Context: an optimization exercise on an open-source flow, tuned for small area, a short achievable clock period and few clock cycles. The choices shown serve that exercise and are no tape-out recipe.
Where RTL was checked, it was by simulation tests only, not by an equivalence proof against the original.
The RTL of runs 1 and 2 was laid out without a check of its function.
Power and IR drop assume default switching activity.

**flow/flow/run.sh**
```bash
#!/bin/bash
# The standard layout, with buf_1 as the port buffer cell instead of the
# cell buffer_ports picks by default.
set -euo pipefail
export BUFFER_PORTS_ARGS="-buffer_cell sky130_fd_sc_hd__buf_1"
bash standard.sh > standard.log 2>&1
```
**flow/standard.sh**
```bash
#!/bin/bash
# synth_recipe.tcl (not shown) runs the flow's synth.tcl, then flattens the netlist and writes it again
# the make line also repeats each setting of config.mk as NAME=value (left out here)
make -C /OpenROAD-flow-scripts/flow DESIGN_CONFIG=/design/flow/config.mk WORK_HOME=/design/flow/orfs CLKGATE_MAP_FILE= SYNTH_SCRIPT=/design/flow/synth_recipe.tcl "${@:-finish}"
```
**flow/config.mk**
```make
export PLATFORM = sky130hd
export DESIGN_NAME = div_fsm
export DESIGN_NICKNAME = div_fsm
export VERILOG_FILES = /design/flow/design.v
export SDC_FILE = /design/flow/constraint.sdc
export NUM_CORES = 4
export LEC_CHECK = 0
export ABC_CLOCK_PERIOD_IN_PS = 3000
export CAP_MARGIN = 20
export CORE_MARGIN = 2
export CORE_UTILIZATION = 40
export SETUP_SLACK_MARGIN = 2.5
export SLEW_MARGIN = 20
```
**flow/constraint.sdc**
```tcl
create_clock -name core_clock -period 6.0 [get_ports {clk}]
set_input_delay 1.2000 -clock core_clock [delete_from_list [all_inputs] [get_ports {clk}]]
set_output_delay 1.2000 -clock core_clock [all_outputs]
set_load 0.01 [all_outputs]
```
**flow/design.v**
```verilog
module div_fsm#(
    parameter   DATAWIDTH = 10'd57
)
(
    input                         clk,
    input                         rst_n,
    input                         en,
    input     [DATAWIDTH-1:0]     dividend,
    input     [DATAWIDTH-1:0]     divisor,
    output                        ready,
    output    [DATAWIDTH-1:0]     quotient,
    output    [DATAWIDTH-1:0]     remainder,
    output                        vld_out
);
localparam W  = DATAWIDTH;
localparam K1 = 27;              
localparam K2 = 3;               
reg  [W-1:0] r_q;                
reg  [W:0]   r_r;                
reg  [W-1:0] r_d;                
reg  [5:0]   r_cnt;              
reg          r_busy;
reg          r_vld;
reg          r_corr;             
assign ready     = ~r_busy;
assign vld_out   = r_vld;
assign quotient  = r_q;
assign remainder = r_r[W-1:0];
wire start = en & ~r_busy;
wire neg   = r_r[W];
wire corr  = r_corr;
wire [W-1:0] m;
genvar gi;
generate
    for (gi = 0; gi < W; gi = gi + 1) begin : g_m
        if (gi == W-1) begin : g_top
            assign m[gi] = 1'b1;
        end else begin : g_rest
            assign m[gi] = ~|r_d[W-1:gi+1];
        end
    end
endgenerate
wire d_nz = |r_d;
wire [W+K1-1:0] x1 = {r_r[W-1:0], r_q[W-1:W-K1]};
wire [W+K2-1:0] x2 = {r_r[W-1:0], r_q[W-1:W-K2]};
wire sk1 = ~neg & d_nz & (r_cnt >= K1) & ~|x1[W+K1-1:W] & ~|(x1[W-1:0] & m);
wire sk2 = ~neg & d_nz & (r_cnt >= K2) & ~|x2[W+K2-1:W] & ~|(x2[W-1:0] & m);
wire [W+1:0] opa = corr ? {r_r[W], r_r} : {r_r, r_q[W-1]};
wire [W+1:0] opb = neg ? {2'b00, r_d} : ~{2'b00, r_d};
wire [W+1:0] sum = opa + opb + {{(W+1){1'b0}}, ~neg};
wire         qb  = ~sum[W+1];
always @(posedge clk or negedge rst_n) begin
    if (!rst_n) begin
        r_busy <= 1'b0;
        r_vld  <= 1'b0;
        r_corr <= 1'b0;
        r_cnt  <= 6'd0;
    end else begin
        r_vld  <= 1'b0;
        r_corr <= 1'b0;
        if (start) begin
            r_busy <= 1'b1;
            r_cnt  <= W;
        end else if (r_busy) begin
            if (corr) begin
                r_busy <= 1'b0;
                r_vld  <= 1'b1;
            end else if (sk1) begin
                r_cnt <= r_cnt - K1;
                if (r_cnt == K1) begin r_busy <= 1'b0; r_vld <= 1'b1; end
            end else if (sk2) begin
                r_cnt <= r_cnt - K2;
                if (r_cnt == K2) begin r_busy <= 1'b0; r_vld <= 1'b1; end
            end else begin
                r_cnt <= r_cnt - 1'b1;
                if (r_cnt == 6'd1) begin
                    if (qb) begin r_busy <= 1'b0; r_vld <= 1'b1; end
                    else r_corr <= 1'b1;
                end
            end
        end
    end
end
always @(posedge clk) begin
    if (start) begin
        r_q <= dividend;
        r_d <= divisor;
        r_r <= {(W+1){1'b0}};
    end else if (r_busy) begin
        if (corr) begin
            r_r <= sum[W:0];
        end else if (sk1) begin
            r_r <= {1'b0, x1[W-1:0]};
            r_q <= {r_q[W-K1-1:0], {K1{1'b0}}};
        end else if (sk2) begin
            r_r <= {1'b0, x2[W-1:0]};
            r_q <= {r_q[W-K2-1:0], {K2{1'b0}}};
        end else begin
            r_r <= sum[W:0];
            r_q <= {r_q[W-2:0], qb};
        end
    end
end
endmodule
```
==> summary.txt, run 1 <==
CELLS AND AREA
------------------------------------------------------------------------------
Number of antenna diodes                                                     0
Area added between synthesis and finish                                  37.3%
Commonest non-fill, non-tap cells in the layout                   sky130_fd_sc_hd__buf_1, sky130_fd_sc_hd__nand2_1, sky130_fd_sc_hd__buf_4, sky130_fd_sc_hd__edfxtp_1, sky130_fd_sc_hd__nor2_1
Leading cell type in the layout, fill and taps excluded           sky130_fd_sc_hd__buf_1
Share of layout cells above drive strength 1                             26.8%
Final std cell area, no fill                                       0.0200 mm^2
Number of nets in the layout                                              2253
Fill cell count                                                           3248

CTS
------------------------------------------------------------------------------
Hold_buf cts                                                                 0
Insertion delay to the later sink of the worst-skew pair                470 ps
CTS clk-pin slew, worst paths                                            80 ps
H-tree lvl count                                                             4
Maximum count of clock buffers along a single path                           2
CTS Buf Count                                                               17
Clock sinks                                                                181
Clock tree from TritonCTS                                                built
Cell chosen for the clock root                                    sky130_fd_sc_hd__clkbuf_16

DIE
------------------------------------------------------------------------------
Floorplan Core Area                                                0.0357 mm^2
Count of boundary I/O pins                                                 233
Total number of placement rows                                              69
Total die area                                                     0.0380 mm^2
Floorplan die width                                                     195 um
Die span in y                                                           195 um
Starting utilization of the core area                                    40.8%

WORST SETUP PATH
------------------------------------------------------------------------------
Largest fanout on the critical path                                          9
Capturing element type of the critical path                           register
Cell type of the slowest stage on the worst timing path           sky130_fd_sc_hd__or4_4
Cell-by-cell listing of the critical path                         nor4_4 > buf_4 > nand4_1 > a31oi_1 > a2111oi_2 > nand4_1 > or4_4 > buf_6 > nor2_4 > clkbuf_16 > nor2_1 > o41ai_1
Flop2flop setup slack                                                  2220 ps
CP Capture Point                                                       r_r[28]
Category of the worst setup path launch point                         register
Launching point of the worst reg2reg path                              r_d[34]
Worst Reg-to-Reg Cells                                                      12
CP Launch Point                                                        r_d[34]
Critical path type                                                  reg -> reg
Delay contributed by the slowest stage of the critical path             660 ps
Data required time at the worst endpoint                               6360 ps
Worst Path Arrival                                                     4140 ps
R2r endpoint                                                           r_r[28]
Most repeated library cell on the critical path                   sky130_fd_sc_hd__nand4_1

GLOBAL ROUTE
------------------------------------------------------------------------------
Total routing usage reported by global routing                           32.2%
Vias in the first global route                                           15000
Maximum number of pins on one net before global-route repair                67
Antenna violations before repair                                             0
Remaining global-route overflow                                              0
Wire length of the first global-routing pass                          93600 um

SYNTH
------------------------------------------------------------------------------
Async set-or-reset flop fraction in the synthesized netlist              4.97%
Mapped Avg Cell Area                                                 8.44 um^2
Synthesized netlist cell count                                            1730
Number of enable-type register cells in the synthesized netlist            114
Synthesis Warnings                                                           1
Most used flip-flop cell after synthesis                          sky130_fd_sc_hd__edfxtp_1
Synth Register Bits                                                        181
Post-Syn Area                                                      0.0146 mm^2
Number of different library cells in the post-synthesis netlist             88
Net count of the mapped netlist                                           1908
Proportion of synthesized chip area in sequential cells                  33.0%

STA
------------------------------------------------------------------------------
Worst slew pin tran                                                    1050 ps
Count of final setup violators                                               0
Setup TNS                                                                 0 ps
Shortest clock period the worst path allows after layout               3780 ps
Peak Freq                                                              265 MHz
Setup repair after global routing missed its margin                       true
Period Utilization, post-route                                           63.0%
Max Transition Viols Final                                                   0
Slew HR                                                                  29.2%
Final hold viol count                                                        0
Final worst-path setup slack                                           2220 ps
Largest clock skew in the final design                                 15.5 ps

PWR
------------------------------------------------------------------------------
Standby leakage power                                                  7.58 nW
Power density over the cells                                       714 mW/mm^2
Peak supply drop                                                      0.278 mV

PLACE
------------------------------------------------------------------------------
Pre-CTS setup slack                                                    1270 ps
Placed standard-cell area                                          0.0159 mm^2
Detailed placement HPWL                                               43200 um
Final GP Congestion                                                       1.02
Port Buffers                                                               232

ROUTING
------------------------------------------------------------------------------
Final Routed Wirelength                                               67300 um
Drt first-iter violations                                                 2162
Routed via count divided by cell count                                    6.49
DR DRC count                                                                 0
Count of vias placed by the detailed router                              16600
Drt wl/cell                                                            26.4 um
Residual antenna-violating net count after detailed routing                  0
Detailed-router iteration count before antenna repair                        6

JOB
------------------------------------------------------------------------------
Number of maximum-capacitance violations                                     0

OUTCOME
------------------------------------------------------------------------------
Status                                                timing/DRC/antenna clean

WORST HOLD PATH
------------------------------------------------------------------------------
Min-Delay Path Class                                                reg -> reg

layer usage:
metal / share of wire [%] / global-route usage [%] / up-vias
met4: 5.1 / 14.4 / 0
li1: - / - / 7207
met3: 10 / 7.17 / 234
met5: 0 / 0 / -
met1: 39 / 42.3 / 7990
met2: 45 / 50.9 / 1124
timing repair:
item / CTS / global route
gates cloned: 5 / 17
gates resized for setup: 210 / 253
setup endpoints to repair: 123 / 192
setup buffers: 89 / 69
pin swaps: 76 / 100
cell usage after synthesis, types with 5 or more instances:
| cell | n | area [um^2] |
|---|---|---|
| sky130_fd_sc_hd__dfxtp_1 | 58 | 1160 |
| sky130_fd_sc_hd__o211ai_1 | 21 | 158 |
| sky130_fd_sc_hd__nand2_1 | 225 | 845 |
| sky130_fd_sc_hd__o21ai_0 | 153 | 766 |
| sky130_fd_sc_hd__buf_1 | 8 | 30.0 |
| sky130_fd_sc_hd__nor3b_1 | 10 | 75.1 |
| sky130_fd_sc_hd__o31ai_1 | 14 | 105 |
| sky130_fd_sc_hd__edfxtp_1 | 114 | 3420 |
| sky130_fd_sc_hd__nand3_1 | 50 | 250 |
| sky130_fd_sc_hd__o21a_1 | 13 | 97.6 |
| sky130_fd_sc_hd__dfrtp_1 | 9 | 225 |
| sky130_fd_sc_hd__a22oi_1 | 9 | 67.6 |
| sky130_fd_sc_hd__ha_1 | 60 | 751 |
| sky130_fd_sc_hd__nand2b_1 | 18 | 113 |
| sky130_fd_sc_hd__or4_1 | 6 | 45.0 |
| sky130_fd_sc_hd__a22o_1 | 11 | 96.3 |
| sky130_fd_sc_hd__nor2_1 | 126 | 473 |
| sky130_fd_sc_hd__inv_1 | 28 | 105 |
| sky130_fd_sc_hd__buf_2 | 17 | 85.1 |
| sky130_fd_sc_hd__o41ai_1 | 8 | 70.1 |
| sky130_fd_sc_hd__nand4_1 | 36 | 225 |
| sky130_fd_sc_hd__o41ai_2 | 14 | 228 |
| sky130_fd_sc_hd__a211oi_1 | 11 | 82.6 |
| sky130_fd_sc_hd__or3_1 | 13 | 81.3 |
| sky130_fd_sc_hd__a221oi_1 | 5 | 43.8 |
| sky130_fd_sc_hd__clkbuf_1 | 77 | 289 |
| sky130_fd_sc_hd__a21oi_1 | 119 | 596 |
| sky130_fd_sc_hd__o21ai_1 | 9 | 45.0 |
| sky130_fd_sc_hd__nor2b_1 | 14 | 87.6 |
| sky130_fd_sc_hd__nor3_1 | 27 | 135 |
| sky130_fd_sc_hd__mux2_2 | 55 | 619 |
| sky130_fd_sc_hd__xnor2_1 | 78 | 683 |
| sky130_fd_sc_hd__mux2i_1 | 46 | 460 |
| sky130_fd_sc_hd__o21bai_1 | 14 | 105 |
| sky130_fd_sc_hd__a21o_1 | 51 | 383 |
| sky130_fd_sc_hd__xor2_1 | 24 | 210 |
| sky130_fd_sc_hd__nor4_1 | 42 | 263 |
| sky130_fd_sc_hd__a31oi_1 | 19 | 119 |
| sky130_fd_sc_hd__and3_1 | 26 | 163 |
| sky130_fd_sc_hd__buf_4 | 5 | 37.5 |
power by group:
part / total [W] / switching [W] / internal [W]
registers: 0.00324 / 0.00124 / 0.00200
clock network: 0.00122 / 0.000616 / 0.000602
logic: 0.00986 / 0.00547 / 0.00439
total: 0.0143 / 0.00733 / 0.00699
cell families (layout without fill, tap and decap cells):
family / Yosys count / count (layout) / share of synthesized area [%]
AND/OR/NAND/NOR: 629 / 639 / 21.1
adder cells (fa/ha/maj): 62 / 62 / 5.35
XOR/XNOR: 102 / 102 / 6.12
flip-flops: 181 / 181 / 33.0
AO/OA/AOI/OAI: 518 / 518 / 23.2
multiplexers: 101 / 101 / 7.40
buffers and inverters: 137 / 485 / 3.85
stage by stage:
| stage | hold slack [ps] | util (%) | instances | power, W |
|---|---|---|---|---|
| after global placement | 500 | 44.4 | 2337 | 0.0106 |
| after CTS | 532 | 51.3 | 2463 | 0.0132 |
| after floorplan | 501 | - | 1730 | 0.00823 |
| final | 532 | 56.1 | 2549 | 0.0143 |
| after detailed placement | 508 | 44.4 | 2337 | 0.0107 |
| after global routing | 542 | 56.1 | 2549 | 0.0151 |
worst min-delay path by stage:
| stage | from | to | cells past startpoint |
|---|---|---|---|
| after floorplan | r_cnt[5] | r_cnt[5] | 1 |
| after global placement | r_r[14] | r_r[14] | 1 |
| after detailed placement | r_r[14] | r_r[14] | 1 |
| after CTS | r_r[14] | r_r[14] | 1 |
| after global routing | r_r[14] | r_r[14] | 1 |
| final | r_r[14] | r_r[14] | 1 |
flip-flops by register name, summed over array words and instances, names as in the netlist:
register  flops
r_busy        1
r_cnt         6
r_corr        1
r_d          57
r_q          57
r_r          58
r_vld         1
area by class of cell:
| type | count | area (um^2) | area share, % |
|---|---|---|---|
| inverters | 29 | 123 | 0.612 |
| multi-input cells | 1422 | 11000 | 54.7 |
| repair buffers | 424 | 2940 | 14.7 |
| clock buffers | 17 | 425 | 2.12 |
| clock inverters | 15 | 189 | 0.943 |
| flip-flops and latches | 181 | 4820 | 24.0 |
| well taps | 461 | 577 | 2.88 |
worst max-delay path: cells and delay by family (launching register included):
| family | cells | cell delay (ps) |
|---|---|---|
| and+or+nand+nor | 6 | 1590 |
| AOI/OAI and AO/OA | 3 | 940 |
| buffers and inverters | 3 | 600 |
| DFF | 1 | 540 |
==> inputs of run 2 (changes only) <==
--- a/flow/design.v
+++ b/flow/design.v
@@ -29,18 +29,22 @@
 wire start = en & ~r_busy;
 wire neg   = r_r[W];
 wire corr  = r_corr;
+reg  [5:0]   r_wb;
+reg  [5:0]   wb_in;
+integer      wi;
+always @(*) begin
+    wb_in = 6'd0;
+    for (wi = 0; wi < W; wi = wi + 1)
+        if (divisor[wi]) wb_in = wi + 1;
+end
 wire [W-1:0] m;
 genvar gi;
 generate
     for (gi = 0; gi < W; gi = gi + 1) begin : g_m
-        if (gi == W-1) begin : g_top
-            assign m[gi] = 1'b1;
-        end else begin : g_rest
-            assign m[gi] = ~|r_d[W-1:gi+1];
-        end
+        assign m[gi] = (r_wb <= gi + 1);
     end
 endgenerate
-wire d_nz = |r_d;
+wire d_nz = (r_wb != 6'd0);
 wire [W+K1-1:0] x1 = {r_r[W-1:0], r_q[W-1:W-K1]};
 wire [W+K2-1:0] x2 = {r_r[W-1:0], r_q[W-1:W-K2]};
 wire sk1 = ~neg & d_nz & (r_cnt >= K1) & ~|x1[W+K1-1:W] & ~|(x1[W-1:0] & m);
@@ -85,6 +89,7 @@
     if (start) begin
         r_q <= dividend;
         r_d <= divisor;
+        r_wb <= wb_in;
         r_r <= {(W+1){1'b0}};
     end else if (r_busy) begin
         if (corr) begin
==> run 2 against run 1 <==
  * Largest power group unchanged
  * Via count shrank 5.0%
  * Setup slack lost 250 ps
  * Highest routed layer is now met5
  * Largest cell class unchanged
  * Non-clock buffer count shrank 33
  * Sequential share of layout area grew 1.5 points
  * Synthesized cell count grew 0.23%
  * Still clean
  * Final area shrank 2.2%
  * Wire length shrank 0.61%
  * Combinational power shrank 12%
==> summary.txt, run 2 <==
WORST SETUP PATH
----------------------------------------------------------------------------------
Family with the most delay on the worst path                          compound AO/OA/AOI/OAI gates
Critical path type                                                      reg -> reg
Worst Reg-to-Reg Cells                                                          14
Largest fanout on the critical path                                              9
Cell type of the slowest stage on the worst timing path               sky130_fd_sc_hd__dfrtp_4
Cell-by-cell listing of the critical path                             buf_12 > buf_16 > mux2_2 > ha_1 > a21oi_2 > a21boi_0 > a31oi_2 > a21oi_1 > o31a_4 > o31ai_4 > a311o_2 > a211oi_4 > buf_12 > o41ai_2
Number of logic stages on the critical path including buffering                 14
Worst Path Arrival                                                         4210 ps
Most repeated library cell on the critical path                       sky130_fd_sc_hd__buf_12
Delay contributed by the slowest stage of the critical path                 440 ps
Data required time at the worst endpoint                                   6170 ps
Category of the worst setup path launch point                             register
Capturing element type of the critical path                               register
Critical path buffers and inverters                                              3

CTS
----------------------------------------------------------------------------------
Maximum count of clock buffers along a single path                               2
Insertion delay to the later sink of the worst-skew pair                    460 ps
H-tree lvl count                                                                 4
CTS Buf Count                                                                   17
Clock tree from TritonCTS                                                    built
Clock sinks                                                                    187
CTS clk-pin slew, worst paths                                                80 ps
Cell chosen for the clock root                                        sky130_fd_sc_hd__clkbuf_16

PLACE
----------------------------------------------------------------------------------
Detailed placement HPWL                                                   44800 um
Final GP Congestion                                                          0.971
Port Buffers                                                                   232

ROUTING
----------------------------------------------------------------------------------
Count of vias placed by the detailed router                                  15700
Final Routed Wirelength                                                   66900 um
Drt wl/cell                                                                26.1 um
DR DRC count                                                                     0
Drt first-iter violations                                                     1479
Routed via count divided by cell count                                        6.13
Detailed-router iteration count before antenna repair                            6
Residual antenna-violating net count after detailed routing                      0

SYNTH
----------------------------------------------------------------------------------
Most used flip-flop cell after synthesis                              sky130_fd_sc_hd__edfxtp_1
Proportion of synthesized chip area in sequential cells                      32.9%
Async set-or-reset flop fraction in the synthesized netlist                  4.81%
Synthesis Warnings                                                               1
Number of different library cells in the post-synthesis netlist                100
Cell types occupying the most area after synthesis                    sky130_fd_sc_hd__edfxtp_1, sky130_fd_sc_hd__dfxtp_1, sky130_fd_sc_hd__mux2_2
Number of enable-type register cells in the synthesized netlist                120
Most frequent cell after synthesis                                    sky130_fd_sc_hd__nand2_1
Cell taking the most area after synthesis                             sky130_fd_sc_hd__edfxtp_1
Mapped Avg Cell Area                                                     8.76 um^2
Synthesized netlist cell count                                                1734
Net count of the mapped netlist                                               1912
Synth Register Bits                                                            187
Post-Syn Area                                                          0.0152 mm^2
Top cell types by occurrence after synthesis                          sky130_fd_sc_hd__nand2_1, sky130_fd_sc_hd__a21oi_1, sky130_fd_sc_hd__o21ai_0
Area share of the largest cell type after synthesis                          23.7%

GLOBAL ROUTE
----------------------------------------------------------------------------------
Total routing usage reported by global routing                               31.2%
Vias in the first global route                                               14400
Maximum number of pins on one net before global-route repair                    81
Antenna violations before repair                                                 4
Remaining global-route overflow                                                  0
Wire length of the first global-routing pass                              91900 um

STA
----------------------------------------------------------------------------------
Slew HR                                                                      36.9%
Largest clock skew in the final design                                     14.3 ps
Peak Freq                                                                  248 MHz
Worst hold margin                                                           528 ps
Period Utilization, post-route                                               67.2%
Setup TNS                                                                     0 ps
Count of final setup violators                                                   0
Setup repair after global routing missed its margin                           true
Max Transition Viols Final                                                       0
Worst slew pin tran                                                         946 ps
Shortest clock period the worst path allows after layout                   4030 ps
Final hold viol count                                                            0

PWR
----------------------------------------------------------------------------------
Standby leakage power                                                      6.90 nW
Post-layout total power                                                   0.0131 W
Peak supply drop                                                          0.266 mV
Power density over the cells                                           667 mW/mm^2

CELLS AND AREA
----------------------------------------------------------------------------------
Area added between synthesis and finish                                      29.1%
Largest registers                                                     r_r (58), r_d (57), r_q (57)
Core occupancy in the finished layout                                        52.3%
Share of layout cells above drive strength 1                                 21.7%
Leading cell type in the layout, fill and taps excluded               sky130_fd_sc_hd__buf_1
Number of nets in the layout                                                  2218
Flip-flop count of the largest register, all copies and words added             58
Top reg by flops                                                               r_r
Number of antenna diodes                                                         0
Commonest non-fill, non-tap cells in the layout                       sky130_fd_sc_hd__buf_1, sky130_fd_sc_hd__nand2_1, sky130_fd_sc_hd__a21oi_1, sky130_fd_sc_hd__edfxtp_1, sky130_fd_sc_hd__o21ai_0
Fill cell count                                                               3576

DIE
----------------------------------------------------------------------------------
Floorplan Core Area                                                    0.0375 mm^2
Starting utilization of the core area                                        40.5%
Floorplan die width                                                         199 um
Total number of placement rows                                                  71
Die span in y                                                               199 um
Count of boundary I/O pins                                                     233
Total die area                                                         0.0395 mm^2

WORST HOLD PATH
----------------------------------------------------------------------------------
Hold-critical path depth                                                         1
Min-Delay Path Class                                                    reg -> reg

OUTCOME
----------------------------------------------------------------------------------
Status                                                    timing/DRC/antenna clean

JOB
----------------------------------------------------------------------------------
Number of maximum-capacitance violations                                         0

## run 2: kinds of logic after synthesis
group | Yosys count | synth area share, %
AOI/OAI and AO/OA | 586 | 24.5
DFF | 187 | 32.9
and+or+nand+nor | 471 | 14.8
adders and majority gates | 62 | 5.15
muxes | 166 | 11.6
buffers and inverters | 155 | 4.89
xor gates and xnor gates | 107 | 6.17
## run 2: metrics by stage
step                      setup slack (ps)  area (um^2)  instances
after global routing                  1940        19600       2564
final                                 1970        19600       2564
after CTS                             2160        18000       2486
after detailed placement              1570        16500       2401
after global placement                1570        16500       2401
after floorplan                       2440        15400       1734
## run 2: area by class of cell
class | instances | area, um^2 | share of cell area [%]
clock buffer | 21 | 493 | 2.51
timing repair buffer | 391 | 2690 | 13.7
tap | 511 | 639 | 3.26
multi-input combinational | 1393 | 10500 | 53.6
clock inverter | 11 | 77.6 | 0.396
sequential | 187 | 5000 | 25.5
inverter | 50 | 196 | 1.00
## run 2: power breakdown
part	total, W	internal, W	switching, W
logic	0.00868	0.00408	0.00461
clock network	0.00115	0.000596	0.000552
registers	0.00324	0.00198	0.00127
total	0.0131	0.00665	0.00642
## run 2: worst paths after layout
check | from | to | slack (ps)
hold reg to reg | r_cnt[5] | r_cnt[5] | 530
min in group asynchronous | rst_n | r_cnt[1] | 700
setup reg to reg | r_corr | r_q[0] | 1970
hold / removal | r_cnt[5] | r_cnt[5] | 530
max in group asynchronous | rst_n | r_corr | 4880
setup / recovery | r_corr | r_q[0] | 1970
## run 2: metal layers
| layer | wire [um] | global-route usage [%] | up-vias |
|---|---|---|---|
| met5 | 15 | 0 | - |
| met4 | 3410 | 12.5 | 2 |
| met3 | 5200 | 3.83 | 166 |
| met2 | 30500 | 50.9 | 802 |
| met1 | 27700 | 42.0 | 7633 |
| li1 | - | - | 7125 |
## run 2: timing repair
| item | 4_1_cts | 5_1_grt |
|---|---|---|
| gates cloned | 4 | 18 |
| hold buffers | 0 | 0 |
| buffers inserted | 49 | 60 |
| endpoints found under the setup margin | 121 | 122 |
| gates resized for setup | 84 | 178 |
| pin swaps | 31 | 65 |
==> inputs of run 3 (changes only) <==
==> flow/design.v (replaced) <==
module div_fsm#(
    parameter   DATAWIDTH = 10'd57
)
(
    input                         clk,
    input                         rst_n,
    input                         en,
    input     [DATAWIDTH-1:0]     dividend,
    input     [DATAWIDTH-1:0]     divisor,
    output                        ready,
    output    [DATAWIDTH-1:0]     quotient,
    output    [DATAWIDTH-1:0]     remainder,
    output                        vld_out
);
localparam W  = DATAWIDTH;
localparam K1 = 27;              
localparam K2 = 3;               
reg  [W-1:0] r_q;                
reg  [W-1:0] r_r;                
reg  [W-1:0] r_d;                
reg  [5:0]   r_cnt;              
reg          r_busy;
reg          r_vld;
assign ready     = ~r_busy;
assign vld_out   = r_vld;
assign quotient  = r_q;
assign remainder = r_r;
wire start = en & ~r_busy;
reg  [5:0]   r_wb;
reg  [5:0]   wb_in;
integer      wi;
always @(*) begin
    wb_in = 6'd0;
    for (wi = 0; wi < W; wi = wi + 1)
        if (divisor[wi]) wb_in = wi + 1;
end
wire [W-1:0] m;
genvar gi;
generate
    for (gi = 0; gi < W; gi = gi + 1) begin : g_m
        assign m[gi] = (r_wb <= gi + 1);
    end
endgenerate
wire d_nz = (r_wb != 6'd0);
wire [W+K1-1:0] x1 = {r_r, r_q[W-1:W-K1]};
wire [W+K2-1:0] x2 = {r_r, r_q[W-1:W-K2]};
wire sk1 = d_nz & (r_cnt >= K1) & ~|x1[W+K1-1:W] & ~|(x1[W-1:0] & m);
wire sk2 = d_nz & (r_cnt >= K2) & ~|x2[W+K2-1:W] & ~|(x2[W-1:0] & m);
wire [W:0]   x0   = {r_r, r_q[W-1]};
wire [W+1:0] diff = {1'b0, x0} - {2'b00, r_d};
wire         qb   = ~diff[W+1];
always @(posedge clk or negedge rst_n) begin
    if (!rst_n) begin
        r_busy <= 1'b0;
        r_vld  <= 1'b0;
        r_cnt  <= 6'd0;
    end else begin
        r_vld <= 1'b0;
        if (start) begin
            r_busy <= 1'b1;
            r_cnt  <= W;
        end else if (r_busy) begin
            if (sk1) begin
                r_cnt <= r_cnt - K1;
                if (r_cnt == K1) begin r_busy <= 1'b0; r_vld <= 1'b1; end
            end else if (sk2) begin
                r_cnt <= r_cnt - K2;
                if (r_cnt == K2) begin r_busy <= 1'b0; r_vld <= 1'b1; end
            end else begin
                r_cnt <= r_cnt - 1'b1;
                if (r_cnt == 6'd1) begin r_busy <= 1'b0; r_vld <= 1'b1; end
            end
        end
    end
end
wire s_k1  = r_busy & sk1;
wire s_k2  = r_busy & ~sk1 & sk2;
wire s_st  = r_busy & ~sk1 & ~sk2;
wire s_sub = s_st & qb;
wire s_sh  = s_st & ~qb;
wire s_hd  = ~r_busy & ~en;
wire [W-1:0] r_nx = ({W{s_sub}} & diff[W-1:0])
                  | ({W{s_sh}}  & x0[W-1:0])
                  | ({W{s_k1}}  & x1[W-1:0])
                  | ({W{s_k2}}  & x2[W-1:0])
                  | ({W{s_hd}}  & r_r);
wire [W-1:0] q_nx = ({W{start}} & dividend)
                  | ({W{s_k1}}  & {r_q[W-K1-1:0], {K1{1'b0}}})
                  | ({W{s_k2}}  & {r_q[W-K2-1:0], {K2{1'b0}}})
                  | ({W{s_st}}  & {r_q[W-2:0], qb})
                  | ({W{s_hd}}  & r_q);
always @(posedge clk) begin
    if (start) begin
        r_d  <= divisor;
        r_wb <= wb_in;
    end
    r_r <= r_nx;
    r_q <= q_nx;
end
endmodule
--- a/flow/config.mk
+++ b/flow/config.mk
@@ -9,5 +9,6 @@
 export CAP_MARGIN = 20
 export CORE_MARGIN = 2
 export CORE_UTILIZATION = 40
-export SETUP_SLACK_MARGIN = 2.5
+export CTS_BUF_LIST = sky130_fd_sc_hd__clkbuf_4 sky130_fd_sc_hd__clkbuf_8
+export SETUP_SLACK_MARGIN = 2.7
 export SLEW_MARGIN = 20
==> run 3 against run 2 <==
  * Utilization shrank 2.4 points
  * Synthesized cell count shrank 7.3%
  * Die area shrank 12%
  * Largest power group unchanged
  * Critical endpoint is now r_r[9]
  * Register-to-register slack gained 660 ps
  * Maximum frequency grew 19%
  * Total power shrank 30%
  * Sequential power shrank 9.3%
  * Still clean
  * Combinational power shrank 39%
  * Clock-buffer cell count grew 5
  * Final area shrank 17%
  * Flip-flop and latch count shrank 2
  * Cell count shrank 10%
==> summary.txt, run 3 <==
ROUTING
------------------------------------------------------------------------------
Final Routed Wirelength                                               55200 um
Detailed-router iteration count before antenna repair                        5
Routed via count divided by cell count                                    6.25
Count of vias placed by the detailed router                              14300
DR DRC count                                                                 0
Drt first-iter violations                                                 1320
Drt wl/cell                                                            24.0 um
Residual antenna-violating net count after detailed routing                  0

SYNTH
------------------------------------------------------------------------------
Number of enable-type register cells in the synthesized netlist             63
Net count of the mapped netlist                                           1785
Synthesis Warnings                                                           1
Proportion of synthesized chip area in sequential cells                  32.9%
Synth Register Bits                                                        185
Mapped Avg Cell Area                                                 8.28 um^2
Area share of the largest cell type after synthesis                      17.1%
Number of different library cells in the post-synthesis netlist             80
Async set-or-reset flop fraction in the synthesized netlist              4.32%
Post-Syn Area                                                      0.0133 mm^2
Most used flip-flop cell after synthesis                          sky130_fd_sc_hd__dfxtp_1
Top cell types by occurrence after synthesis                      sky130_fd_sc_hd__a21oi_1, sky130_fd_sc_hd__o21ai_0, sky130_fd_sc_hd__dfxtp_1
Cell types occupying the most area after synthesis                sky130_fd_sc_hd__dfxtp_1, sky130_fd_sc_hd__edfxtp_1, sky130_fd_sc_hd__a21oi_1
Most frequent cell after synthesis                                sky130_fd_sc_hd__a21oi_1
Synthesized netlist cell count                                            1607
Cell taking the most area after synthesis                         sky130_fd_sc_hd__dfxtp_1

PWR
------------------------------------------------------------------------------
Power density over the cells                                       559 mW/mm^2
Clock group share of total power                                          9.2%
Peak supply drop                                                      0.210 mV
Combinational fraction of design power                                   58.4%
Switching fraction of total power                                        50.9%
Design internal power                                                0.00446 W
Standby leakage power                                                  6.31 nW
Net switching component of the power                                 0.00463 W
Sequential Power Share                                                   32.4%

PLACE
------------------------------------------------------------------------------
Detailed placement HPWL                                               37600 um
Final GP Congestion                                                      0.947
Placed standard-cell area                                          0.0145 mm^2
Port Buffers                                                               232

CELLS AND AREA
------------------------------------------------------------------------------
Area added between synthesis and finish                                  22.2%
Share of layout cells above drive strength 1                             15.2%
Largest registers                                                 r_d (57), r_q (57), r_r (57)
Fill cell count                                                           3198
Flip-flop and latch area                                          0.00443 mm^2
Final std cell area, no fill                                       0.0163 mm^2
Number of antenna diodes                                                     0
Commonest non-fill, non-tap cells in the layout                   sky130_fd_sc_hd__buf_1, sky130_fd_sc_hd__a21oi_1, sky130_fd_sc_hd__o21ai_0, sky130_fd_sc_hd__inv_1, sky130_fd_sc_hd__nor2_1
Multi-input gate area                                             0.00868 mm^2
Leading cell type in the layout, fill and taps excluded           sky130_fd_sc_hd__buf_1
Number of nets in the layout                                              2019

WORST SETUP PATH
------------------------------------------------------------------------------
R2r endpoint                                                            r_r[9]
CP Capture Point                                                        r_r[9]
CP Launch Point                                                         r_d[0]
Worst Reg-to-Reg Cells                                                      14
Capturing element type of the critical path                           register
Launching point of the worst reg2reg path                               r_d[0]
Flop2flop setup slack                                                  2620 ps
Data required time at the worst endpoint                               6440 ps
Category of the worst setup path launch point                         register
Worst Path Arrival                                                     3820 ps
Largest fanout on the critical path                                         22
Critical path type                                                  reg -> reg

STA
------------------------------------------------------------------------------
Shortest clock period the worst path allows after layout               3380 ps
Setup repair after global routing missed its margin                       true
Final hold viol count                                                        0
Count of final setup violators                                               0
Peak Freq                                                              296 MHz
Max Transition Viols Final                                                   0
Slew HR                                                                  33.1%
Period Utilization, post-route                                           56.3%
Worst slew pin tran                                                    1000 ps
Setup TNS                                                                 0 ps
Largest clock skew in the final design                                 19.6 ps

DIE
------------------------------------------------------------------------------
Total number of placement rows                                              66
Die span in y                                                           186 um
Floorplan die width                                                     186 um
Count of boundary I/O pins                                                 233
Total die area                                                     0.0348 mm^2
Starting utilization of the core area                                    40.8%
Floorplan Core Area                                                0.0326 mm^2

CTS
------------------------------------------------------------------------------
Insertion delay to the later sink of the worst-skew pair                510 ps
Hold_buf cts                                                                 0
CTS clk-pin slew, worst paths                                           100 ps
Maximum count of clock buffers along a single path                           2
Cell chosen for the clock root                                    sky130_fd_sc_hd__clkbuf_8
Clock tree from TritonCTS                                                built
CTS Buf Count                                                               17
Clock sinks                                                                185
H-tree lvl count                                                             4

GLOBAL ROUTE
------------------------------------------------------------------------------
Antenna violations before repair                                             0
Vias in the first global route                                           13500
Maximum number of pins on one net before global-route repair                76
Remaining global-route overflow                                              0
Total routing usage reported by global routing                           30.4%
Wire length of the first global-routing pass                          82400 um

WORST HOLD PATH
------------------------------------------------------------------------------
Min-Delay Path Class                                                reg -> reg
Worst min-delay path startpoint                                       r_cnt[5]

JOB
------------------------------------------------------------------------------
Number of maximum-capacitance violations                                     0

OUTCOME
------------------------------------------------------------------------------
Status                                                timing/DRC/antenna clean

run 3: changes by cell type in the layout (fill, tap and decap cells not counted), moves of 23 or more:
cell | previous run | this run
sky130_fd_sc_hd__clkbuf_16 | 31 | 2
sky130_fd_sc_hd__mux2_2 | 72 | 0
sky130_fd_sc_hd__a221oi_1 | 4 | 27
sky130_fd_sc_hd__a221o_1 | 3 | 31
sky130_fd_sc_hd__nand2_1 | 183 | 84
sky130_fd_sc_hd__o21ai_1 | 67 | 33
sky130_fd_sc_hd__dfxtp_1 | 56 | 85
sky130_fd_sc_hd__edfxtp_1 | 120 | 63
sky130_fd_sc_hd__buf_4 | 95 | 64
sky130_fd_sc_hd__a22o_1 | 13 | 57
sky130_fd_sc_hd__inv_1 | 46 | 91
sky130_fd_sc_hd__a21oi_1 | 133 | 190
sky130_fd_sc_hd__xnor2_1 | 84 | 29
run 3: kinds of logic (layout without fill, tap and decap cells):
logic type | Yosys count | count (layout) | synth area share, %
adder cells (fa/ha/maj) | 64 | 64 | 6.02
flip-flops | 185 | 185 | 32.9
buffers and inverters | 207 | 451 | 6.51
AND/OR/NAND/NOR | 374 | 376 | 13.7
XOR/XNOR | 53 | 53 | 3.49
AO/OA/AOI/OAI | 658 | 659 | 32.5
multiplexers | 66 | 66 | 4.96
run 3: how the worst min path moves through the flow:
stage | to | slack (ps) | cells after the start
finish | r_cnt[5] | 540 | 1
global route | r_cnt[5] | 580 | 1
CTS | r_cnt[5] | 550 | 1
detailed placement | r_cnt[5] | 530 | 1
global placement | r_cnt[5] | 520 | 1
floorplan | r_vld | 490 | 1
run 3: cell type report:
class | instances | share of cell area [%]
Clock buffer | 26 | 2.05
Sequential cell | 185 | 27.2
Multi-Input combinational cell | 1218 | 53.4
Timing Repair Buffer | 323 | 11.4
Tap cell | 442 | 3.40
Inverter | 96 | 2.31
Clock inverter | 6 | 0.238
run 3: through the flow:
stage                     util [%]  instances  total power (W)  hold WS (ps)  worst slack [ps]
after floorplan                  -       1607          0.00553           488              2720
after global placement        44.5       2205          0.00717           524              1500
after detailed placement      44.5       2205          0.00721           531              1610
after CTS                     48.3       2272          0.00873           549              2560
after global routing          49.9       2296          0.00961           583              2500
final                         49.9       2296          0.00909           541              2620
run 3: repair_timing:
action | 4_1_cts | 5_1_grt
pin swaps | 31 | 24
endpoints found under the setup margin | 121 | 117
setup buffers | 28 | 20
resized for setup | 144 | 85
cloned | 7 | 4
run 3: power groups by stage:
stage               clock [W]  sequential [W]  combinational, W
detailed placement          0         0.00287           0.00434
global placement            0         0.00288           0.00429
CTS                  0.000844         0.00287           0.00501
global route         0.000886         0.00296           0.00576
floorplan                   0         0.00254           0.00299
finish               0.000837         0.00294           0.00531
run 3: layer usage:
metal | wire length (um) | up-vias | share of wire [%] | GRT usage, %
met5 | 0 | - | 0 | 0
met4 | 2050 | 0 | 3.7 | 13.0
met3 | 4600 | 124 | 8.3 | 5.49
met2 | 24500 | 783 | 44 | 46.9
met1 | 24100 | 6877 | 44 | 41.7
li1 | - | 6564 | - | -
run 3: worst max-delay path, stage by stage, from the launching register on:
cell                       delay, ps
sky130_fd_sc_hd__edfxtp_1        460
sky130_fd_sc_hd__ha_2            230
sky130_fd_sc_hd__inv_2            70
sky130_fd_sc_hd__fa_2            210
sky130_fd_sc_hd__a211oi_2         80
sky130_fd_sc_hd__o21ai_2         200
sky130_fd_sc_hd__nand2_2         140
sky130_fd_sc_hd__a221oi_4        370
sky130_fd_sc_hd__nand4_2         180
sky130_fd_sc_hd__a211oi_4        360
sky130_fd_sc_hd__o21bai_4        110
sky130_fd_sc_hd__a31o_4          290
sky130_fd_sc_hd__buf_12          180
sky130_fd_sc_hd__o31a_1          310
sky130_fd_sc_hd__o21ai_1         110
Testbench counts of run 3, summed over its fixed seeds: cycles 33,212.
==> inputs of run 4 (changes only) <==
--- a/flow/config.mk
+++ b/flow/config.mk
@@ -10,5 +10,6 @@
 export CORE_MARGIN = 2
 export CORE_UTILIZATION = 40
 export CTS_BUF_LIST = sky130_fd_sc_hd__clkbuf_4 sky130_fd_sc_hd__clkbuf_8
-export SETUP_SLACK_MARGIN = 2.7
+export GPL_ROUTABILITY_DRIVEN = 0
+export SETUP_SLACK_MARGIN = 2.5
 export SLEW_MARGIN = 20
==> run 4 against run 3 <==
  * Largest power group unchanged
  * Synthesized area stayed put
  * Synthesized cell count unchanged
  * Setup slack worse by 97 ps
  * Clock power rose by 11%
  * Register-to-register slack got worse by 97 ps
  * Sequential power increased by 4%
  * First-iteration DRC count up 65%
  * Via count increased by 0.31%
  * Cell count fell by 0.83%
==> summary.txt, run 4 <==
STA
------------------------------------------------------------------------------
Count of final setup violators                                               0
Setup repair after global routing missed its margin                       true
Slew HR                                                                  43.5%
Final worst-path setup slack                                           2530 ps
Worst hold margin                                                       549 ps
Final hold viol count                                                        0
Max Transition Viols Final                                                   0
Period Utilization, post-route                                           57.9%
Shortest clock period the worst path allows after layout               3470 ps
Peak Freq                                                              288 MHz
Setup TNS                                                                 0 ps
Worst slew pin tran                                                     848 ps
Largest clock skew in the final design                                 15.7 ps

OUTCOME
------------------------------------------------------------------------------
Status                                                timing/DRC/antenna clean

SYNTH
------------------------------------------------------------------------------
Top cell types by occurrence after synthesis                      sky130_fd_sc_hd__a21oi_1, sky130_fd_sc_hd__o21ai_0, sky130_fd_sc_hd__dfxtp_1
Area share of the largest cell type after synthesis                      17.1%
Synthesized netlist cell count                                            1607
Number of enable-type register cells in the synthesized netlist             63
Net count of the mapped netlist                                           1785
Post-Syn Area                                                      0.0133 mm^2
Synth Register Bits                                                        185
Cell taking the most area after synthesis                         sky130_fd_sc_hd__dfxtp_1
Mapped Avg Cell Area                                                 8.28 um^2
Proportion of synthesized chip area in sequential cells                  32.9%
Cell types occupying the most area after synthesis                sky130_fd_sc_hd__dfxtp_1, sky130_fd_sc_hd__edfxtp_1, sky130_fd_sc_hd__a21oi_1
Most used flip-flop cell after synthesis                          sky130_fd_sc_hd__dfxtp_1
Most frequent cell after synthesis                                sky130_fd_sc_hd__a21oi_1
Synthesis Warnings                                                           1
Number of different library cells in the post-synthesis netlist             80
Async set-or-reset flop fraction in the synthesized netlist              4.32%

WORST SETUP PATH
------------------------------------------------------------------------------
R2r endpoint                                                           r_r[53]
Family with the most delay on the worst path                      simple AND/OR/NAND/NOR gates
Delay contributed by the slowest stage of the critical path             560 ps
Launching point of the worst reg2reg path                              r_r[47]
Critical path type                                                  reg -> reg
Largest fanout on the critical path                                         35
Critical path buffers and inverters                                          2
Capturing element type of the critical path                           register
Worst Reg-to-Reg Cells                                                      12
Cell-by-cell listing of the critical path                         or4_1 > nor3_2 > nand4_1 > a22oi_1 > nand4_1 > or3_1 > buf_6 > and2_1 > buf_6 > and2_4 > a221oi_2 > o21ai_1
Flop2flop setup slack                                                  2530 ps
Data required time at the worst endpoint                               6400 ps
Cell type of the slowest stage on the worst timing path           sky130_fd_sc_hd__or4_1
Worst Path Arrival                                                     3870 ps
Category of the worst setup path launch point                         register

JOB
------------------------------------------------------------------------------
Number of maximum-capacitance violations                                     0

ROUTING
------------------------------------------------------------------------------
Final Routed Wirelength                                               53000 um
Drt first-iter violations                                                 2180
Detailed-router iteration count before antenna repair                       19
Residual antenna-violating net count after detailed routing                  0
Drt wl/cell                                                            23.3 um
Routed via count divided by cell count                                    6.32
Count of vias placed by the detailed router                              14400
DR DRC count                                                                 0

CTS
------------------------------------------------------------------------------
Clock tree from TritonCTS                                                built
CTS clk-pin slew, worst paths                                           110 ps
CTS Buf Count                                                               17
Cell chosen for the clock root                                    sky130_fd_sc_hd__clkbuf_8
H-tree lvl count                                                             4
Maximum count of clock buffers along a single path                           2
Clock sinks                                                                185
Insertion delay to the later sink of the worst-skew pair                510 ps

WORST HOLD PATH
------------------------------------------------------------------------------
Min-Delay Path Class                                                reg -> reg
Worst min-delay path startpoint                                       r_cnt[5]
Terminating pin of the worst hold path                                r_cnt[5]
Hold-critical path depth                                                     1

PLACE
------------------------------------------------------------------------------
Placed standard-cell area                                          0.0145 mm^2
Pre-CTS setup slack                                                    1720 ps
Detailed placement HPWL                                               36400 um
Port Buffers                                                               232

GLOBAL ROUTE
------------------------------------------------------------------------------
Total routing usage reported by global routing                           28.6%
Vias in the first global route                                           13300
Wire length of the first global-routing pass                          78200 um
Antenna violations before repair                                             0
Maximum number of pins on one net before global-route repair                77
Remaining global-route overflow                                              0

CELLS AND AREA
------------------------------------------------------------------------------
Commonest non-fill, non-tap cells in the layout                   sky130_fd_sc_hd__buf_1, sky130_fd_sc_hd__a21oi_1, sky130_fd_sc_hd__o21ai_0, sky130_fd_sc_hd__nor2_1, sky130_fd_sc_hd__dfxtp_1
Share of layout cells above drive strength 1                             11.1%
Area added between synthesis and finish                                  17.9%
Number of antenna diodes                                                     0
Final std cell area, no fill                                       0.0157 mm^2
Largest registers                                                 r_d (57), r_q (57), r_r (57)
Number of nets in the layout                                              2000
Leading cell type in the layout, fill and taps excluded           sky130_fd_sc_hd__buf_1
Core occupancy in the finished layout                                    48.1%
Fill cell count                                                           3309

DIE
------------------------------------------------------------------------------
Floorplan Core Area                                                0.0326 mm^2
Total number of placement rows                                              66
Starting utilization of the core area                                    40.8%
Count of boundary I/O pins                                                 233
Die span in y                                                           186 um
Floorplan die width                                                     186 um
Total die area                                                     0.0348 mm^2

PWR
------------------------------------------------------------------------------
Design internal power                                                0.00428 W
Combinational fraction of design power                                   54.4%
Switching fraction of total power                                        51.1%
Peak supply drop                                                      0.213 mV
Sequential Power Share                                                   35.0%
Standby leakage power                                                  6.10 nW
Power density over the cells                                       558 mW/mm^2
Clock group share of total power                                         10.6%
Net switching component of the power                                 0.00448 W

[run 4: power by group through the flow]
stage / combinational, W / clock [W] / sequential (W)
finish: 0.00477 / 0.000928 / 0.00306
global route: 0.00520 / 0.000987 / 0.00307
floorplan: 0.00298 / 0 / 0.00254
global placement: 0.00415 / 0 / 0.00299
CTS: 0.00434 / 0.000941 / 0.00295
detailed placement: 0.00420 / 0 / 0.00297
[run 4: worst max-delay path by stage]
| stage | end | startpoint | slack (ps) | depth (start not counted) |
|---|---|---|---|---|
| after floorplan | r_r[33] | r_q[56] | 2510 | 18 |
| after global placement | r_q[0] | r_wb[2] | 1800 | 11 |
| after detailed placement | r_q[0] | r_r[28] | 1720 | 11 |
| after CTS | r_r[24] | r_d[0] | 2460 | 14 |
| after global routing | r_r[3] | r_r[23] | 2420 | 13 |
| final | r_r[53] | r_r[47] | 2530 | 12 |
[run 4: logic make-up (layout without fill, tap and decap cells)]
group	count (synthesis)	in the layout	share of synthesized area [%]
AND/OR/NAND/NOR	374	376	13.7
adder cells (fa/ha/maj)	64	64	6.02
AO/OA/AOI/OAI	658	660	32.5
flip-flops	185	185	32.9
multiplexers	66	66	4.96
XOR/XNOR	53	53	3.49
buffers and inverters	207	431	6.51
[run 4: layer usage]
metal,up-vias,share of wire (%),GRT usage (%)
met5,-,0,0.275
met4,0,3.9,10.6
met3,200,11,7.05
met2,926,43,43.9
met1,6732,42,38.8
li1,6535,-,-
[run 4: repair_timing]
action	4_1_cts	5_1_grt
setup endpoints to repair	119	119
gates resized for setup	38	71
hold buffers	0	0
cloned	1	6
pin swaps	5	20
setup buffers	18	24
[run 4: final cells by class]
class	count	area [um^2]	share of cell area [%]
Clock buffer	19	255	1.63
Tap cell	442	553	3.52
Timing Repair Buffer	303	1500	9.58
Multi-Input combinational cell	1219	8430	53.7
Inverter	96	373	2.38
Sequential cell	185	4410	28.1
Clock inverter	13	164	1.04
[run 4: through the flow]
stage | cells | power, W
detailed placement | 2196 | 0.00717
finish | 2277 | 0.00876
global placement | 2196 | 0.00714
global route | 2277 | 0.00926
floorplan | 1607 | 0.00552
CTS | 2247 | 0.00823
==> inputs of run 5 (changes only) <==
--- a/flow/config.mk
+++ b/flow/config.mk
@@ -5,11 +5,11 @@
 export SDC_FILE = /design/flow/constraint.sdc
 export NUM_CORES = 4
 export LEC_CHECK = 0
+export ABC_AREA = 1
 export ABC_CLOCK_PERIOD_IN_PS = 3000
 export CAP_MARGIN = 20
 export CORE_MARGIN = 2
 export CORE_UTILIZATION = 40
 export CTS_BUF_LIST = sky130_fd_sc_hd__clkbuf_4 sky130_fd_sc_hd__clkbuf_8
-export GPL_ROUTABILITY_DRIVEN = 0
 export SETUP_SLACK_MARGIN = 2.5
 export SLEW_MARGIN = 20
==> run 5 against run 4 <==
  * Via count increased by 3.1%
  * Critical path depth increased by 20
  * Hold slack got worse by 30 ps
  * Synthesized cell count increased by 11%
  * Final area increased by 11%
  * Clock-buffer cell count increased by 1
  * Sequential power decreased by 13%
  * Utilization increased by 5.4 points
  * Die area decreased by 1.4%
  * Clock skew increased by 7.0 ps
  * Maximum frequency decreased by 17%
  * Clock power decreased by 2%
  * Largest cell class unchanged
==> summary.txt, run 5 <==
STA
------------------------------------------------------------------------------
Worst slew pin tran                                                     982 ps
Largest clock skew in the final design                                 22.8 ps
Final hold viol count                                                        0
Slew HR                                                                  34.0%
Shortest clock period the worst path allows after layout               4180 ps
Period Utilization, post-route                                           69.7%
Setup repair after global routing missed its margin                       true
Peak Freq                                                              239 MHz
Max Transition Viols Final                                                   0
Count of final setup violators                                               0
Setup TNS                                                                 0 ps

DIE
------------------------------------------------------------------------------
Total die area                                                     0.0343 mm^2
Starting utilization of the core area                                    40.5%
Die span in y                                                           185 um
Floorplan die width                                                     185 um
Count of boundary I/O pins                                                 233
Total number of placement rows                                              66
Floorplan Core Area                                                0.0325 mm^2

SYNTH
------------------------------------------------------------------------------
Async set-or-reset flop fraction in the synthesized netlist              4.32%
Most frequent cell after synthesis                                sky130_fd_sc_hd__nand2_1
Proportion of synthesized chip area in sequential cells                  33.3%
Post-Syn Area                                                      0.0131 mm^2
Synthesis Warnings                                                           1
Cell types occupying the most area after synthesis                sky130_fd_sc_hd__dfxtp_1, sky130_fd_sc_hd__edfxtp_1, sky130_fd_sc_hd__nand2_1
Area share of the largest cell type after synthesis                      17.4%
Cell taking the most area after synthesis                         sky130_fd_sc_hd__dfxtp_1
Synth Register Bits                                                        185
Top cell types by occurrence after synthesis                      sky130_fd_sc_hd__nand2_1, sky130_fd_sc_hd__inv_1, sky130_fd_sc_hd__a21oi_1
Net count of the mapped netlist                                           1959
Number of enable-type register cells in the synthesized netlist             63
Mapped Avg Cell Area                                                 7.37 um^2
Synthesized netlist cell count                                            1781
Number of different library cells in the post-synthesis netlist             62
Most used flip-flop cell after synthesis                          sky130_fd_sc_hd__dfxtp_1

CELLS AND AREA
------------------------------------------------------------------------------
Core occupancy in the finished layout                                    53.5%
Final std cell area, no fill                                       0.0174 mm^2
Leading cell type in the layout, fill and taps excluded           sky130_fd_sc_hd__nand2_1
Largest registers                                                 r_d (57), r_q (57), r_r (57)
Number of nets in the layout                                              2284
Number of cells in the finished layout apart from fillers                 2561
Number of antenna diodes                                                     0
Commonest non-fill, non-tap cells in the layout                   sky130_fd_sc_hd__nand2_1, sky130_fd_sc_hd__inv_1, sky130_fd_sc_hd__buf_1, sky130_fd_sc_hd__nor2_1, sky130_fd_sc_hd__dfxtp_1
Area added between synthesis and finish                                  32.3%
Share of layout cells above drive strength 1                             21.4%

GLOBAL ROUTE
------------------------------------------------------------------------------
Antenna violations before repair                                             0
Wire length of the first global-routing pass                          86600 um
Vias in the first global route                                           14000
Remaining global-route overflow                                              0
Maximum number of pins on one net before global-route repair                56
Total routing usage reported by global routing                           34.1%

CTS
------------------------------------------------------------------------------
CTS clk-pin slew, worst paths                                           110 ps
H-tree lvl count                                                             4
Clock sinks                                                                185
Maximum count of clock buffers along a single path                           2
Insertion delay to the later sink of the worst-skew pair                530 ps
Hold_buf cts                                                                 0
CTS Buf Count                                                               17
Cell chosen for the clock root                                    sky130_fd_sc_hd__clkbuf_8
Clock tree from TritonCTS                                                built

OUTCOME
------------------------------------------------------------------------------
Status                                                timing/DRC/antenna clean

ROUTING
------------------------------------------------------------------------------
Routed via count divided by cell count                                    5.79
Residual antenna-violating net count after detailed routing                  0
Detailed-router iteration count before antenna repair                        5
DR DRC count                                                                 0
Final Routed Wirelength                                               60600 um
Drt wl/cell                                                            23.7 um
Drt first-iter violations                                                 1161
Count of vias placed by the detailed router                              14800

WORST SETUP PATH
------------------------------------------------------------------------------
CP Capture Point                                                        r_r[8]
Launching point of the worst reg2reg path                              r_q[56]
Critical path type                                                  reg -> reg
Delay contributed by the slowest stage of the critical path             370 ps
Largest fanout on the critical path                                          6
Cell type of the slowest stage on the worst timing path           sky130_fd_sc_hd__dfxtp_4
CP Launch Point                                                        r_q[56]
Capturing element type of the critical path                           register
R2r endpoint                                                            r_r[8]
Data required time at the worst endpoint                               6380 ps
Flop2flop setup slack                                                  1820 ps
Category of the worst setup path launch point                         register
Worst Path Arrival                                                     4570 ps
Worst Reg-to-Reg Cells                                                      32
Most repeated library cell on the critical path                   sky130_fd_sc_hd__nand2_2

PWR
------------------------------------------------------------------------------
Standby leakage power                                                  7.24 nW
Power density over the cells                                       518 mW/mm^2
Post-layout total power                                              0.00900 W
Peak supply drop                                                      0.183 mV

PLACE
------------------------------------------------------------------------------
Placed cell count                                                         2418
Placed standard-cell area                                          0.0145 mm^2
Port Buffers                                                               232
Final GP Congestion                                                       1.04
Detailed placement HPWL                                               43700 um

JOB
------------------------------------------------------------------------------
Number of maximum-capacitance violations                                     0

WORST HOLD PATH
------------------------------------------------------------------------------
Min-Delay Path Class                                                reg -> reg

run 5: cell count changes after synthesis, moves of 27 or more:
cell and change:
sky130_fd_sc_hd__nand2_1 +287, sky130_fd_sc_hd__o21ai_0 -31, sky130_fd_sc_hd__o221ai_1 +27, sky130_fd_sc_hd__a22o_1 -57, sky130_fd_sc_hd__a21oi_1 -70, sky130_fd_sc_hd__inv_1 +187, sky130_fd_sc_hd__a221o_1 -31, sky130_fd_sc_hd__mux2i_1 -66
sky130_fd_sc_hd__o22ai_1 +52, sky130_fd_sc_hd__nor2_1 +28, sky130_fd_sc_hd__a21o_1 -28
run 5: worst min-delay path by stage:
| stage | start | endpoint | slack [ps] | depth (start not counted) |
|---|---|---|---|---|
| 2_1_floorplan | r_cnt[2] | r_cnt[2] | 460 | 1 |
| 3_3_place_gp | r_cnt[2] | r_cnt[2] | 490 | 1 |
| 3_5_place_dp | r_cnt[2] | r_cnt[2] | 500 | 1 |
| 4_1_cts | r_cnt[2] | r_cnt[2] | 520 | 1 |
| 5_1_grt | r_cnt[2] | r_cnt[2] | 560 | 1 |
| 6_report | r_cnt[2] | r_cnt[2] | 520 | 1 |
run 5: cell type report:
| type | count | area (um^2) |
|---|---|---|
| Multi-Input combinational cell | 1252 | 8530 |
| Timing Repair Buffer | 361 | 2370 |
| Clock buffer | 20 | 256 |
| Fill cell | 3214 | 15100 |
| Clock inverter | 12 | 144 |
| Sequential cell | 185 | 4390 |
| Tap cell | 442 | 553 |
| Inverter | 289 | 1120 |
run 5: logic make-up after synthesis:
group | after synthesis | share of synthesized area, %
adder cells (fa/ha/maj) | 61 | 5.87
AND/OR/NAND/NOR | 614 | 19.6
AO/OA/AOI/OAI | 522 | 27.2
XOR/XNOR | 51 | 3.40
flip-flops | 185 | 33.3
buffers and inverters | 348 | 10.6
run 5: repair_timing:
action                     CTS  global route
setup endpoints to repair  122           120
setup buffers               73            22
pin swaps                   44            48
gates resized for setup    184           145
cloned                       9             7
run 5: metrics by stage:
step | hold WS [ps] | setup slack (ps)
2_1_floorplan | 461 | 2260
3_3_place_gp | 490 | 1350
3_5_place_dp | 496 | 1210
4_1_cts | 517 | 1860
5_1_grt | 560 | 1390
6_report | 519 | 1820
run 5: layer usage:
metal	global-route usage [%]	routed length (um)	up-vias
li1	-	-	6865
met1	44.3	25700	7037
met2	53.5	27200	761
met3	6.72	4720	170
met4	17.9	2990	0
met5	0	0	-
run 5: worst max-delay path: cells and delay by family, from the launching register on:
kind	cells	cell delay (ps)
AO/OA/AOI/OAI	13	1730
AND/OR/NAND/NOR	11	890
buffers and inverters	6	530
adder cells (fa/ha/maj)	2	490
flip-flops	1	370
run 5: report_power, final:
part	leakage, nW	internal, W	switching (W)
Combinational	5.41	0.00216	0.00326
Clock	0.208	0.000392	0.000520
Sequential	1.62	0.00177	0.000902
Total	7.24	0.00432	0.00468
==> inputs of run 6 (changes only) <==
--- a/flow/config.mk
+++ b/flow/config.mk
@@ -5,7 +5,6 @@
 export SDC_FILE = /design/flow/constraint.sdc
 export NUM_CORES = 4
 export LEC_CHECK = 0
-export ABC_AREA = 1
 export ABC_CLOCK_PERIOD_IN_PS = 3000
 export CAP_MARGIN = 20
 export CORE_MARGIN = 2
==> run 6 against run 5 <==
  * Still clean
  * Sequential power grew 13%
  * Clock-buffer cell count grew 7
  * Hold slack gained 21 ps
  * Final area shrank 9.2%
  * Global-route usage shrank 3.9 points
  * Critical path depth shrank 19
  * Synthesized cell count shrank 9.8%
  * Combinational power shrank 11%
  * Flip-flop and latch count is the same
  * Wire length shrank 9.1%
==> summary.txt, run 6 <==
OUTCOME
------------------------------------------------------------------------------
Status                                                timing/DRC/antenna clean

PWR
------------------------------------------------------------------------------
Combinational fraction of design power                                   54.7%
Peak supply drop                                                      0.217 mV
Switching fraction of total power                                        50.8%
Standby leakage power                                                  6.14 nW
Power density over the cells                                       555 mW/mm^2
Design internal power                                                0.00431 W
Clock group share of total power                                         10.6%
Net switching component of the power                                 0.00444 W
Sequential Power Share                                                   34.7%

CELLS AND AREA
------------------------------------------------------------------------------
Share of layout cells above drive strength 1                             11.5%
Largest registers                                                 r_d (57), r_q (57), r_r (57)
Leading cell type in the layout, fill and taps excluded           sky130_fd_sc_hd__buf_1
Core occupancy in the finished layout                                    48.3%
Number of nets in the layout                                              2006
Area added between synthesis and finish                                  18.4%
Commonest non-fill, non-tap cells in the layout                   sky130_fd_sc_hd__buf_1, sky130_fd_sc_hd__a21oi_1, sky130_fd_sc_hd__o21ai_0, sky130_fd_sc_hd__nor2_1
Flip-flop and latch area                                          0.00441 mm^2
Fill cell count                                                           3249
Multi-input gate area                                             0.00838 mm^2
Number of antenna diodes                                                     0
Number of cells in the finished layout apart from fillers                 2283

SYNTH
------------------------------------------------------------------------------
Cell types occupying the most area after synthesis                sky130_fd_sc_hd__dfxtp_1, sky130_fd_sc_hd__edfxtp_1, sky130_fd_sc_hd__a21oi_1
Synthesized netlist cell count                                            1607
Area share of the largest cell type after synthesis                      17.1%
Most used flip-flop cell after synthesis                          sky130_fd_sc_hd__dfxtp_1
Number of enable-type register cells in the synthesized netlist             63
Mapped Avg Cell Area                                                 8.28 um^2
Async set-or-reset flop fraction in the synthesized netlist              4.32%
Proportion of synthesized chip area in sequential cells                  32.9%
Top cell types by occurrence after synthesis                      sky130_fd_sc_hd__a21oi_1, sky130_fd_sc_hd__o21ai_0, sky130_fd_sc_hd__dfxtp_1
Post-Syn Area                                                      0.0133 mm^2
Synth Register Bits                                                        185
Most frequent cell after synthesis                                sky130_fd_sc_hd__a21oi_1
Synthesis Warnings                                                           1
Number of different library cells in the post-synthesis netlist             80
Net count of the mapped netlist                                           1785
Cell taking the most area after synthesis                         sky130_fd_sc_hd__dfxtp_1

STA
------------------------------------------------------------------------------
Period Utilization, post-route                                           57.7%
Setup repair after global routing missed its margin                       true
Final hold viol count                                                        0
Setup TNS                                                                 0 ps
Count of final setup violators                                               0
Worst slew pin tran                                                     938 ps
Max Transition Viols Final                                                   0
Peak Freq                                                              289 MHz
Worst hold margin                                                       540 ps
Largest clock skew in the final design                                 18.7 ps
Slew HR                                                                  37.5%
Shortest clock period the worst path allows after layout               3460 ps

DIE
------------------------------------------------------------------------------
Die span in y                                                           186 um
Floorplan die width                                                     186 um
Total number of placement rows                                              66
Floorplan Core Area                                                0.0326 mm^2
Starting utilization of the core area                                    40.8%
Count of boundary I/O pins                                                 233
Total die area                                                     0.0348 mm^2

GLOBAL ROUTE
------------------------------------------------------------------------------
Total routing usage reported by global routing                           30.2%
Vias in the first global route                                           13300
Wire length of the first global-routing pass                          81800 um
Most heavily used metal layer in global routing                           met2
Antenna violations before repair                                             2
GR met1 Demand/Resource                                                  40.6%
Met2 GRT Util                                                            47.1%
Maximum number of pins on one net before global-route repair                77
Met3 GRT Util                                                            5.77%
Remaining global-route overflow                                              0

WORST SETUP PATH
------------------------------------------------------------------------------
Largest fanout on the critical path                                          8
Critical path type                                                  reg -> reg
Worst Path Arrival                                                     3860 ps
CP Capture Point                                                       r_r[21]
Worst Reg-to-Reg Cells                                                      13
Flop2flop setup slack                                                  2540 ps
Launching point of the worst reg2reg path                              r_r[21]
Data required time at the worst endpoint                               6400 ps
Capturing element type of the critical path                           register
CP Launch Point                                                        r_r[21]
R2r endpoint                                                           r_r[21]
Category of the worst setup path launch point                         register

CTS
------------------------------------------------------------------------------
CTS Buf Count                                                               17
Cell chosen for the clock root                                    sky130_fd_sc_hd__clkbuf_8
Insertion delay to the later sink of the worst-skew pair                520 ps
CTS clk-pin slew, worst paths                                           100 ps
Clock tree from TritonCTS                                                built
H-tree lvl count                                                             4
Maximum count of clock buffers along a single path                           2
Clock sinks                                                                185

ROUTING
------------------------------------------------------------------------------
Final Routed Wirelength                                               55100 um
Count of vias placed by the detailed router                              14300
Detailed-router iteration count before antenna repair                        7
Residual antenna-violating net count after detailed routing                  0
Routed via count divided by cell count                                    6.25
Drt wl/cell                                                            24.1 um
Drt first-iter violations                                                 1448
DR DRC count                                                                 0

PLACE
------------------------------------------------------------------------------
Port Buffers                                                               232
Placed cell count                                                         2203
Final GP Congestion                                                       1.01
Detailed placement HPWL                                               38900 um

WORST HOLD PATH
------------------------------------------------------------------------------
Min-Delay Path Class                                                reg -> reg
Hold-critical path depth                                                     1
Worst min-delay path startpoint                                       r_cnt[5]

JOB
------------------------------------------------------------------------------
Number of maximum-capacitance violations                                     0

## run 6: area by class of cell
class                   instances  area share, %
clock buffers                  27           2.20
clock inverters                 5          0.532
inverters                      96           2.33
multi-input cells            1218           53.2
flip-flops and latches        185           28.0
well taps                     442           3.51
repair buffers                310           10.3
## run 6: cells by family after synthesis
family	after synthesis	synth area share [%]
AO/OA/AOI/OAI	658	32.5
AND/OR/NAND/NOR	374	13.7
XOR/XNOR	53	3.49
flip-flops	185	32.9
buffers and inverters	207	6.51
multiplexers	66	4.96
adder cells (fa/ha/maj)	64	6.02
## run 6: worst min-delay path by stage
| stage | endpoint |
|---|---|
| 4_1_cts | r_cnt[5] |
| 3_3_place_gp | r_cnt[5] |
| 3_5_place_dp | r_cnt[5] |
| 6_report | r_cnt[5] |
| 5_1_grt | r_cnt[5] |
| 2_1_floorplan | r_vld |
## run 6: per-stage QoR
step	instance area, um^2	setup slack [ps]	total power [W]
6_report	15800	2540	0.00876
4_1_cts	15300	2470	0.00828
5_1_grt	15800	2450	0.00928
3_3_place_gp	14500	1540	0.00720
2_1_floorplan	13300	2510	0.00552
3_5_place_dp	14500	1630	0.00722
## run 6: metal layers
| metal | vias to the layer above | routed length (um) |
|---|---|---|
| li1 | 6537 | - |
| met1 | 6725 | 23300 |
| met2 | 845 | 24300 |
| met3 | 168 | 4930 |
| met4 | 4 | 2510 |
| met5 | - | 61 |
## run 6: critical path, cell delays in order, from the launching register on
cell and delay [ps]:
sky130_fd_sc_hd__dfxtp_1 650, sky130_fd_sc_hd__ha_1 400, sky130_fd_sc_hd__a21oi_1 240, sky130_fd_sc_hd__a21oi_1 100
sky130_fd_sc_hd__nor2b_1 190, sky130_fd_sc_hd__o21ai_0 180, sky130_fd_sc_hd__a221oi_2 270, sky130_fd_sc_hd__buf_4 170
sky130_fd_sc_hd__a211oi_4 80, sky130_fd_sc_hd__o21bai_4 180, sky130_fd_sc_hd__a31o_4 330, sky130_fd_sc_hd__clkbuf_16 210
sky130_fd_sc_hd__mux2i_1 220, sky130_fd_sc_hd__o21ai_0 110
## run 6: repair_timing
action | in CTS | in global routing
endpoints found under the setup margin | 120 | 104
cloned | 1 | 5
pin swaps | 8 | 17
resized for setup | 44 | 63
endpoints found under the hold margin | 0 | 0
hold buffers | 0 | 0
buffers inserted | 22 | 20
## run 6: power by group through the flow
stage / Sequential (W) / Clock [W] / Combinational [W]
after floorplan: 0.00254 / 0 / 0.00298
after global placement: 0.00297 / 0 / 0.00422
after detailed placement: 0.00297 / 0 / 0.00425
after CTS: 0.00295 / 0.000940 / 0.00439
after global routing: 0.00306 / 0.000982 / 0.00524
final: 0.00303 / 0.000932 / 0.00479

==> static timing again, ports no longer ideal <==
How much do the figures lean on ideal ports? The routed layouts below were timed once more, with nothing changed but the port constraints. Step 1 assumes that a clkbuf_16 drives the clock port and a buf_2 every other input. Step 2, shift: input delay + t, output delay - t, t = (earliest + latest rising clock arrival at the registers) / 2. This alone moves slack from input paths to output paths. Three values: no drivers, after step 1, after step 2; two values: the first two.
run	t, ns	setup WS [ns]	hold WS [ns]	clock arrival spread, ns	worst slew at a driven data input, ns
run 1	0.524	2.223 / 2.223 / 2.040	0.532 / 0.532 / 0.532	0.016 / 0.015	0.07
run 2	0.506	1.969 / 1.969 / 1.969	0.528 / 0.528 / 0.528	0.014 / 0.014	0.06
run 3	0.550	2.624 / 2.624 / 2.268	0.541 / 0.541 / 0.541	0.020 / 0.020	0.04
run 4	0.544	2.527 / 2.527 / 2.015	0.549 / 0.549 / 0.549	0.016 / 0.016	0.04
run 5	0.568	1.816 / 1.816 / 1.635	0.519 / 0.519 / 0.519	0.023 / 0.023	0.04
run 6	0.560	2.537 / 2.537 / 2.170	0.540 / 0.540 / 0.540	0.018 / 0.018	0.04
After both steps setup and hold are still met in every run listed. The setup slack of run 4, which loses most, moves by 0.000 ns with the drivers and by -0.512 ns with both steps.
